Source: an optimization exercise on an open RTL-to-GDS flow (aim: small area, a short achievable clock period and few clock cycles). Production flows keep margins and buffers that such runs may drop.
Where RTL was checked, it was by simulation tests only, not by an equivalence proof against the original.

==> flow/design.v (excerpt) <==
module projeto(
    input ck,
    input inicio,
    input rst,
    input [15:0] X,
    input [15:0] A,
    input [15:0] B,
    input [15:0] C,
    output pronto,
    output overflow,
    output [15:0] resultado
);
Size in the first run: about 490 cells after synthesis, about 35 flip-flops, about 85 I/O pins, roughly 4900 µm² of cells after synthesis.
Settings: LEC_CHECK=0, CAP_MARGIN=20, CORE_MARGIN=2, CORE_UTILIZATION=60, CTS_BUF_LIST=sky130_fd_sc_hd__clkbuf_4 sky130_fd_sc_hd__clkbuf_8, SETUP_SLACK_MARGIN=4.7, SLEW_MARGIN=20; clock period 9.5 ns.
standard.sh (not shown) runs the stock make flow with config.mk's settings and CLKGATE_MAP_FILE= SYNTH_SCRIPT=/design/flow/synth_recipe.tcl, a recipe that flattens the netlist after the stock synthesis.
==> flow/flow/run.sh <==
#!/bin/bash
# The standard layout (standard.sh) with these changes:
#  - the multiply-add tree, module mac, is laid out from flow/mac_cells.v, the
#    same circuit as mac in rtl/ula.v built from cells by hand (both are
#    generated by gen/mkhand.py), so that its partial products are single
#    NAND gates feeding full-adder cells of inverted polarity;
#  - synthesis skips Yosys's early "abc -fast" (SYNTH_ARGS=-noabc);
#  - port buffers use the smallest buffer, but for the X ports (buf_4).
# Registers and their names are those of the standard synthesis.
set -euo pipefail
export SYNTH_ARGS="-noabc"
export BUFFER_PORTS_ARGS="-buffer_cell sky130_fd_sc_hd__buf_1"
# ... except the X ports, whose buffers drive many gates (flow/xbuf.tcl)
export POST_GLOBAL_PLACE_TCL="$PWD/flow/xbuf.tcl"
# design.v with module mac replaced by the cell-level one
awk '/^module mac\(/ {skip = 1} !skip {print} skip && /^endmodule/ {skip = 0}' design.v > design_cells.v
grep -q '^module mac(' design_cells.v && { echo "module mac still in design_cells.v"; exit 1; }
cat flow/mac_cells.v >> design_cells.v
sed "s#CLKGATE_MAP_FILE= #CLKGATE_MAP_FILE= VERILOG_FILES=$PWD/design_cells.v #" standard.sh > standard_cells.sh
grep -q "VERILOG_FILES=$PWD/design_cells.v" standard_cells.sh
bash standard_cells.sh > standard.log 2>&1
Other scripts of this flow, unchanged in this note and not shown: flow/flow/mac_cells.v, flow/flow/xbuf.tcl
Then changed:
- SETUP_SLACK_MARGIN: 4.7 -> 4.0
=> Die area is unchanged. Final area drops by 7.9%. Global-route usage increases by 0.11 points. Synthesized cell count does not change. Setup slack gets worse by 0.41 ns. Count of clock-buffer cells in the layout does not change. Wire length drops by 9.9%. Maximum frequency fell by 7.8%. Cell count fell by 3.9%.
No functional check of the RTL was part of any run of this note.

---

projeto, a different RTL version from the one above (not shown whole).
Size: about 430 cells after synthesis, ~19 flip-flops, about 4700 um2 of cells after synthesis.
export LEC_CHECK = 0
export CAP_MARGIN = 20
export CORE_MARGIN = 2
export CORE_UTILIZATION = 40
export SETUP_SLACK_MARGIN = 2.0
export SLEW_MARGIN = 20
create_clock -name core_clock -period 9.5 [get_ports {ck}]
==> flow/flow/run.sh <==
#!/bin/bash
# Standard ORFS layout with two changes: Yosys's early "abc -fast" is skipped so the
# explicit adder tree in the RTL maps straight onto full-adder cells, and port buffers
# use the smallest buffer.
set -euo pipefail
export SYNTH_ARGS="-noabc"
export BUFFER_PORTS_ARGS="-buffer_cell sky130_fd_sc_hd__buf_1"
bash standard.sh > standard.log 2>&1
Change:
Settings changed: SETUP_SLACK_MARGIN 2.0 to 3.7.
- The new run completed with no timing, DRC or antenna violations
- final area is higher by about a fifth
- non-clock buffer count is higher by 47
- die area is unchanged
- core utilization is higher by 9.3 points
- worst hold slack improved by 0.019 ns
- via count is higher by a little under a tenth
- sequential cell count stays the same
- final cell count is higher by a little under a tenth
Change:
Settings changed: SETUP_SLACK_MARGIN 3.7 to 2.7.
What happened: Wire length came out lower by 12%; worst hold slack gets worse by 0.022 ns; synthesized cell count does not change; sequential cell count is unchanged; non-clock buffer count decreases by 38; die area is unchanged; fmax decreases by 6.5%.
Change:
Settings changed: SETUP_SLACK_MARGIN 2.7 to default.
What happened:
- critical path depth is unchanged
- core utilization fell by 1.5 points
- via count rose slightly
- setup slack loses 0.32 ns
- clock-buffer cell count does not change
- hold slack gains 0.0037 ns
- design area fell by a few percent
- register-to-register slack loses 0.27 ns
Change:
Settings changed: SETUP_SLACK_MARGIN from default to 3.2.
Effect:
- via count rose by 7.8%
- flip-flop and latch count is unchanged
- design area rose by 17%
- worst hold slack gets better by 0.040 ns
- die area stays the same
- setup slack gets better by 0.59 ns
- first-iteration DRC count fell by 1.1%
- final cell count rose by 6.8%
- clock skew fell by 0.0065 ns
No run of this note included a check of the RTL's function; only the layout flow was run.

---

projeto, a different RTL version from the one above (not shown whole).
Size in the first run: ~470 cells after synthesis, ~19 flip-flops, roughly 85 I/O pins, ~4900 um2 of cells after synthesis.
clock: 9.5 ns
lec_check: 0
cap_margin: 20
core_margin: 2
core_utilization: 40
setup_slack_margin: 3.2
slew_margin: 20
Scripts as last shown in full above: flow/flow/run.sh
Then changed:
--- a/flow/config.mk
+++ b/flow/config.mk
@@ -11 +10,0 @@
-export SETUP_SLACK_MARGIN = 3.2
The changed run completed without violations.
Global-route usage fell by 1.5 points.
Core utilization fell by 4.4 points.
Final cell count fell by 4.1%.
Non-clock buffer count fell by 30.
Wire length fell by 7.3%.
Worst setup slack degrades by 0.43 ns.
Via count fell by 3.4%.
Then changed:
==> flow/run.sh (new file) <==
#!/bin/bash
# synth_recipe.tcl (not shown) runs the flow's synth.tcl, then flattens the netlist and writes it again
# the make line also repeats each setting of config.mk as NAME=value (left out here)
make -C /OpenROAD-flow-scripts/flow DESIGN_CONFIG=/design/flow/config.mk WORK_HOME=/design/flow/orfs CLKGATE_MAP_FILE= SYNTH_SCRIPT=/design/flow/synth_recipe.tcl finish
removed: flow/flow/run.sh
removed: flow/standard.sh
The new run finished with timing, DRC and antenna clean.
Critical path depth goes up by 7.
Clock-buffer cell count grows by 1.
Cell count increases by 17%.
Global-route usage went up by 0.88 points.
Cell area came out higher by 15%.
Die area rose by 5.7%.
Setup slack gets worse by 0.95 ns.
Hold slack gets better by 0.20 ns.
Function was not checked in any run of this note: the RTL went through the layout flow alone.

---

## run 1
Another version of the RTL of projeto (not shown whole).
Size in the first run: about 480 cells after synthesis, ~85 I/O pins, roughly 5100 um2 of cells after synthesis.
==> flow/config.mk <==
export PLATFORM = sky130hd
export DESIGN_NAME = projeto
export DESIGN_NICKNAME = projeto
export VERILOG_FILES = /design/flow/design.v
export SDC_FILE = /design/flow/constraint.sdc
export NUM_CORES = 4
export LEC_CHECK = 0
export CAP_MARGIN = 20
export CORE_MARGIN = 2
export CORE_UTILIZATION = 60
export CTS_BUF_LIST = sky130_fd_sc_hd__clkbuf_4
export SETUP_SLACK_MARGIN = 4.0
export SLEW_MARGIN = 20
==> flow/constraint.sdc <==
create_clock -name core_clock -period 9.5 [get_ports {ck}]
set_input_delay 1.9000 -clock core_clock [delete_from_list [all_inputs] [get_ports {ck}]]
set_output_delay 1.9000 -clock core_clock [all_outputs]
set_load 0.01 [all_outputs]
==> flow/flow/run.sh <==
#!/bin/bash
# Standard ORFS layout with two changes: Yosys's early "abc -fast" is skipped so the
# explicit adder tree in the RTL maps straight onto full-adder cells, and port buffers
# use the smallest buffer.
set -euo pipefail
export SYNTH_ARGS="-noabc"
export BUFFER_PORTS_ARGS="-buffer_cell sky130_fd_sc_hd__buf_1"
bash standard.sh > standard.log 2>&1
Testbench counts of run 1, summed over its fixed seeds: cycles 4,800.
Input changes introduced in run 2 (baseline for comparison: run 1):
Settings: SETUP_SLACK_MARGIN: 4.0 -> 3.8.
==> run summary <==
- Timing, DRC, antenna: 0 failures across run 1 and run 2
- Number of H-tree branching levels: run 2 vs run 1, no meaningful difference
- Re number of endpoints failing setup at the final stage: no difference whatsoever between run 1 and run 2.
- Compared with run 1, in run 2 cell area -about 5%, routed wire length +150 um.
- Run 2 ended up with X[8] as its beginning of the critical path; run 1 ended up with A[10].
> inputs changed (run 2 -> run 3)
Settings: removing CTS_BUF_LIST (formerly sky130_fd_sc_hd__clkbuf_4); changing CORE_UTILIZATION from 60 to 40.
[summary]
Looking at arrival time reported for the critical path endpoint, run 3 sits 0.10 ns lower than run 2 does.
Taking run 2 as the reference, in run 3 clock buffer instance count of the final layout went up, synthesis-to-layout area growth went up, final cell count without fillers went up.

---

Another version of the RTL of projeto (not shown whole).
For scale: about 480 cells after synthesis, about 85 I/O pins, roughly 4800 sq um of cells after synthesis.
Settings: LEC_CHECK=0, CAP_MARGIN=20, CORE_MARGIN=2, CORE_UTILIZATION=60, CTS_BUF_LIST=sky130_fd_sc_hd__clkbuf_4 sky130_fd_sc_hd__clkbuf_8, SETUP_SLACK_MARGIN=4.0, SLEW_MARGIN=20; clock period 9.5 ns.
==> flow/flow/run.sh <==
#!/bin/bash
# The standard layout (standard.sh) with these changes:
#  - the multiply-add tree, module mac, is laid out from flow/mac_cells.v, the
#    same circuit as mac in rtl/ula.v built from cells by hand (both are
#    generated by gen/mkhand.py), so that its partial products are single
#    NAND gates feeding full-adder cells of inverted polarity;
#  - synthesis skips Yosys's early "abc -fast" (SYNTH_ARGS=-noabc);
#  - port buffers use the smallest buffer, but for the X ports (buf_4).
# Registers and their names are those of the standard synthesis.
set -euo pipefail
export SYNTH_ARGS="-noabc"
export BUFFER_PORTS_ARGS="-buffer_cell sky130_fd_sc_hd__buf_1"
# ... except the X ports, whose buffers drive many gates (flow/xbuf.tcl)
export POST_GLOBAL_PLACE_TCL="$PWD/flow/xbuf.tcl"
# design.v with module mac replaced by the cell-level one
awk '/^module mac\(/ {skip = 1} !skip {print} skip && /^endmodule/ {skip = 0}' design.v > design_cells.v
grep -q '^module mac(' design_cells.v && { echo "module mac still in design_cells.v"; exit 1; }
cat flow/mac_cells.v >> design_cells.v
sed "s#CLKGATE_MAP_FILE= #CLKGATE_MAP_FILE= VERILOG_FILES=$PWD/design_cells.v #" standard.sh > standard_cells.sh
grep -q "VERILOG_FILES=$PWD/design_cells.v" standard_cells.sh
bash standard_cells.sh > standard.log 2>&1
Other scripts of this flow, unchanged in this note and not shown: flow/flow/mac_cells.v, flow/flow/xbuf.tcl
Testbench counts at the start, summed over its fixed seeds: cycles 4,800.
Edit:
SETUP_SLACK_MARGIN = 5.0   (was 4.0)
What happened:
- The changed run ran to the end with no violations
- routed wire length grows by about 10%
- via count goes up by about 4%
- sequential share of layout area fell by 0.90 points
- non-clock buffer count rose by 16
- core utilization rose by 5.0 points
Edit:
SETUP_SLACK_MARGIN = 4.7   (was 5.0)
=> The new run completed without violations. Synthesized area does not change. Cell count fell by 1.5%. Clock-buffer cell count does not change. Global-route usage fell by 0.89 points. Hold slack is better by 0.021 ns. Setup slack is worse by 0.070 ns. Routed wire length fell by 7.7%. Final area fell by 5.0%.
Edit:
--- a/flow/flow/run.sh
+++ b/flow/flow/run.sh
@@ -6,3 +6,5 @@
 #    NAND gates feeding full-adder cells of inverted polarity;
-#  - synthesis skips Yosys's early "abc -fast" (SYNTH_ARGS=-noabc);
+#  - synthesis skips Yosys's early "abc -fast" (SYNTH_ARGS=-noabc), and its
+#    extract_fa looks for full adders only (flow/synth_fa.tcl), leaving the
+#    carry-propagate adder to abc;
 #  - port buffers use the smallest buffer, but for the X ports (buf_4).
@@ -18,4 +20,5 @@
 cat flow/mac_cells.v >> design_cells.v
-sed "s#CLKGATE_MAP_FILE= #CLKGATE_MAP_FILE= VERILOG_FILES=$PWD/design_cells.v #" standard.sh > standard_cells.sh
+sed "s#CLKGATE_MAP_FILE= #CLKGATE_MAP_FILE= VERILOG_FILES=$PWD/design_cells.v #; s#SYNTH_SCRIPT=[^ ]*#SYNTH_SCRIPT=$PWD/flow/synth_fa.tcl#" standard.sh > standard_cells.sh
 grep -q "VERILOG_FILES=$PWD/design_cells.v" standard_cells.sh
+grep -q "SYNTH_SCRIPT=$PWD/flow/synth_fa.tcl" standard_cells.sh
 bash standard_cells.sh > standard.log 2>&1
==> flow/flow/synth_fa.tcl (new file) <==
proc synth {args} { yosys synth -nofsm -noshare {*}$args }
proc extract_fa {args} { yosys extract_fa -fa }
source $::env(SCRIPTS_DIR)/synth.tcl
# left out here: clear keep_hierarchy, flatten, clean up, hide names made inside functions, write 1_2_yosys.v
SETUP_SLACK_MARGIN = 4.0   (was 4.7)
Clock-buffer cell count is unchanged.
First-iteration DRC count drops by 29%.
Die area rose by 2.8%.
Register-to-register slack gets worse by 0.70 ns.
Worst setup slack is worse by 0.60 ns.
Critical path depth goes up by 4.
Fmax is lower by about 11%.
Edit:
--- a/flow/flow/run.sh
+++ b/flow/flow/run.sh
@@ -6,5 +6,3 @@
 #    NAND gates feeding full-adder cells of inverted polarity;
-#  - synthesis skips Yosys's early "abc -fast" (SYNTH_ARGS=-noabc), and its
-#    extract_fa looks for full adders only (flow/synth_fa.tcl), leaving the
-#    carry-propagate adder to abc;
+#  - synthesis skips Yosys's early "abc -fast" (SYNTH_ARGS=-noabc);
 #  - port buffers use the smallest buffer, but for the X ports (buf_4).
@@ -20,5 +18,4 @@
 cat flow/mac_cells.v >> design_cells.v
-sed "s#CLKGATE_MAP_FILE= #CLKGATE_MAP_FILE= VERILOG_FILES=$PWD/design_cells.v #; s#SYNTH_SCRIPT=[^ ]*#SYNTH_SCRIPT=$PWD/flow/synth_fa.tcl#" standard.sh > standard_cells.sh
+sed "s#CLKGATE_MAP_FILE= #CLKGATE_MAP_FILE= VERILOG_FILES=$PWD/design_cells.v #" standard.sh > standard_cells.sh
 grep -q "VERILOG_FILES=$PWD/design_cells.v" standard_cells.sh
-grep -q "SYNTH_SCRIPT=$PWD/flow/synth_fa.tcl" standard_cells.sh
 bash standard_cells.sh > standard.log 2>&1
CORE_UTILIZATION = 70   (was 60)
SETUP_SLACK_MARGIN = 4.7   (was 4.0)
removed: flow/flow/synth_fa.tcl
Fmax climbs by about 13%.
Routed wire length goes down by 8.8%.
Via count falls by about 5%.
Global-route usage rose by 2.8 points.
Setup slack gains 0.60 ns.
Cell area is lower by 1.8%.
Core utilization came out higher by 13 points.

re-timing with driven ports:
No port has a modelled driver above. Below, the same layouts with a new extraction and two added sets of constraints.
Step 1 sets driving cells, clkbuf_16 on the clock port and buf_2 on the other inputs (assumed; they add their load-dependent delay and slew).
Step 2 adds t to the input delays and takes it off the output delays; t is the mean of the earliest and latest rising clock arrival at the registers after step 1. Input paths then give back, and output paths get back, about the clock's delay inside the block.
Slacks: ideal / step 1 / step 2; pairs: ideal / step 1.
| run | t (ns) | setup WS [ns] | worst hold slack (ns) | worst register clock-pin slew, ns |
|---|---|---|---|---|
| the first run of note 1 | 0.327 | 4.649 / 4.649 / 4.365 | 0.915 / 0.915 / 0.915 | 0.08 / 0.08 |
| the second run of note 1 | 0.314 | 4.240 / 4.240 / 3.950 | 0.974 / 0.974 / 0.974 | 0.07 / 0.07 |
| the first run of note 2 | 0.279 | 2.588 / 2.599 / 2.320 | 0.688 / 0.688 / 0.688 | 0.06 / 0.06 |
| the second run of note 2 | 0.282 | 3.338 / 3.335 / 3.053 | 0.707 / 0.707 / 0.707 | 0.06 / 0.06 |
| the third run of note 2 | 0.279 | 2.908 / 2.919 / 2.640 | 0.685 / 0.685 / 0.685 | 0.06 / 0.06 |
| the fourth run of note 2 | 0.279 | 2.588 / 2.599 / 2.320 | 0.688 / 0.688 / 0.688 | 0.06 / 0.06 |
| the fifth run of note 2 | 0.293 | 3.180 / 3.177 / 2.884 | 0.728 / 0.728 / 0.728 | 0.06 / 0.06 |
| the first run of note 3 | 0.283 | 3.130 / 3.140 / 2.856 | 0.422 / 0.422 / 0.422 | 0.06 / 0.06 |
| the second run of note 3 | 0.289 | 2.702 / 2.709 / 2.419 | 0.579 / 0.579 / 0.579 | 0.06 / 0.06 |
| the third run of note 3 | 0.281 | 1.756 / 1.766 / 1.484 | 0.780 / 0.780 / 0.780 | 0.06 / 0.06 |
| run 1 | 0.346 | 4.029 / 4.007 / 3.661 | 0.601 / 0.601 / 0.601 | 0.11 / 0.11 |
| run 2 | 0.366 | 3.919 / 3.926 / 3.560 | 0.595 / 0.595 / 0.595 | 0.10 / 0.10 |
| run 3 | 0.314 | 3.887 / 3.901 / 3.587 | 0.566 / 0.566 / 0.566 | 0.05 / 0.05 |
| the first run of note 5 | 0.315 | 4.593 / 4.601 / 4.286 | 0.667 / 0.667 / 0.667 | 0.07 / 0.07 |
| the second run of note 5 | 0.321 | 4.872 / 4.870 / 4.549 | 0.648 / 0.648 / 0.648 | 0.08 / 0.08 |
| the third run of note 5 | 0.316 | 4.802 / 4.811 / 4.495 | 0.670 / 0.670 / 0.670 | 0.07 / 0.07 |
| the fourth run of note 5 | 0.308 | 4.205 / 4.205 / 4.180 | 0.617 / 0.617 / 0.617 | 0.07 / 0.07 |
| the fifth run of note 5 | 0.320 | 4.805 / 4.797 / 4.478 | 0.646 / 0.646 / 0.646 | 0.08 / 0.08 |
After both steps every run listed still meets setup and hold. The setup slack of run 1, which loses most, moves by -0.022 ns with the drivers and by -0.368 ns with both steps.
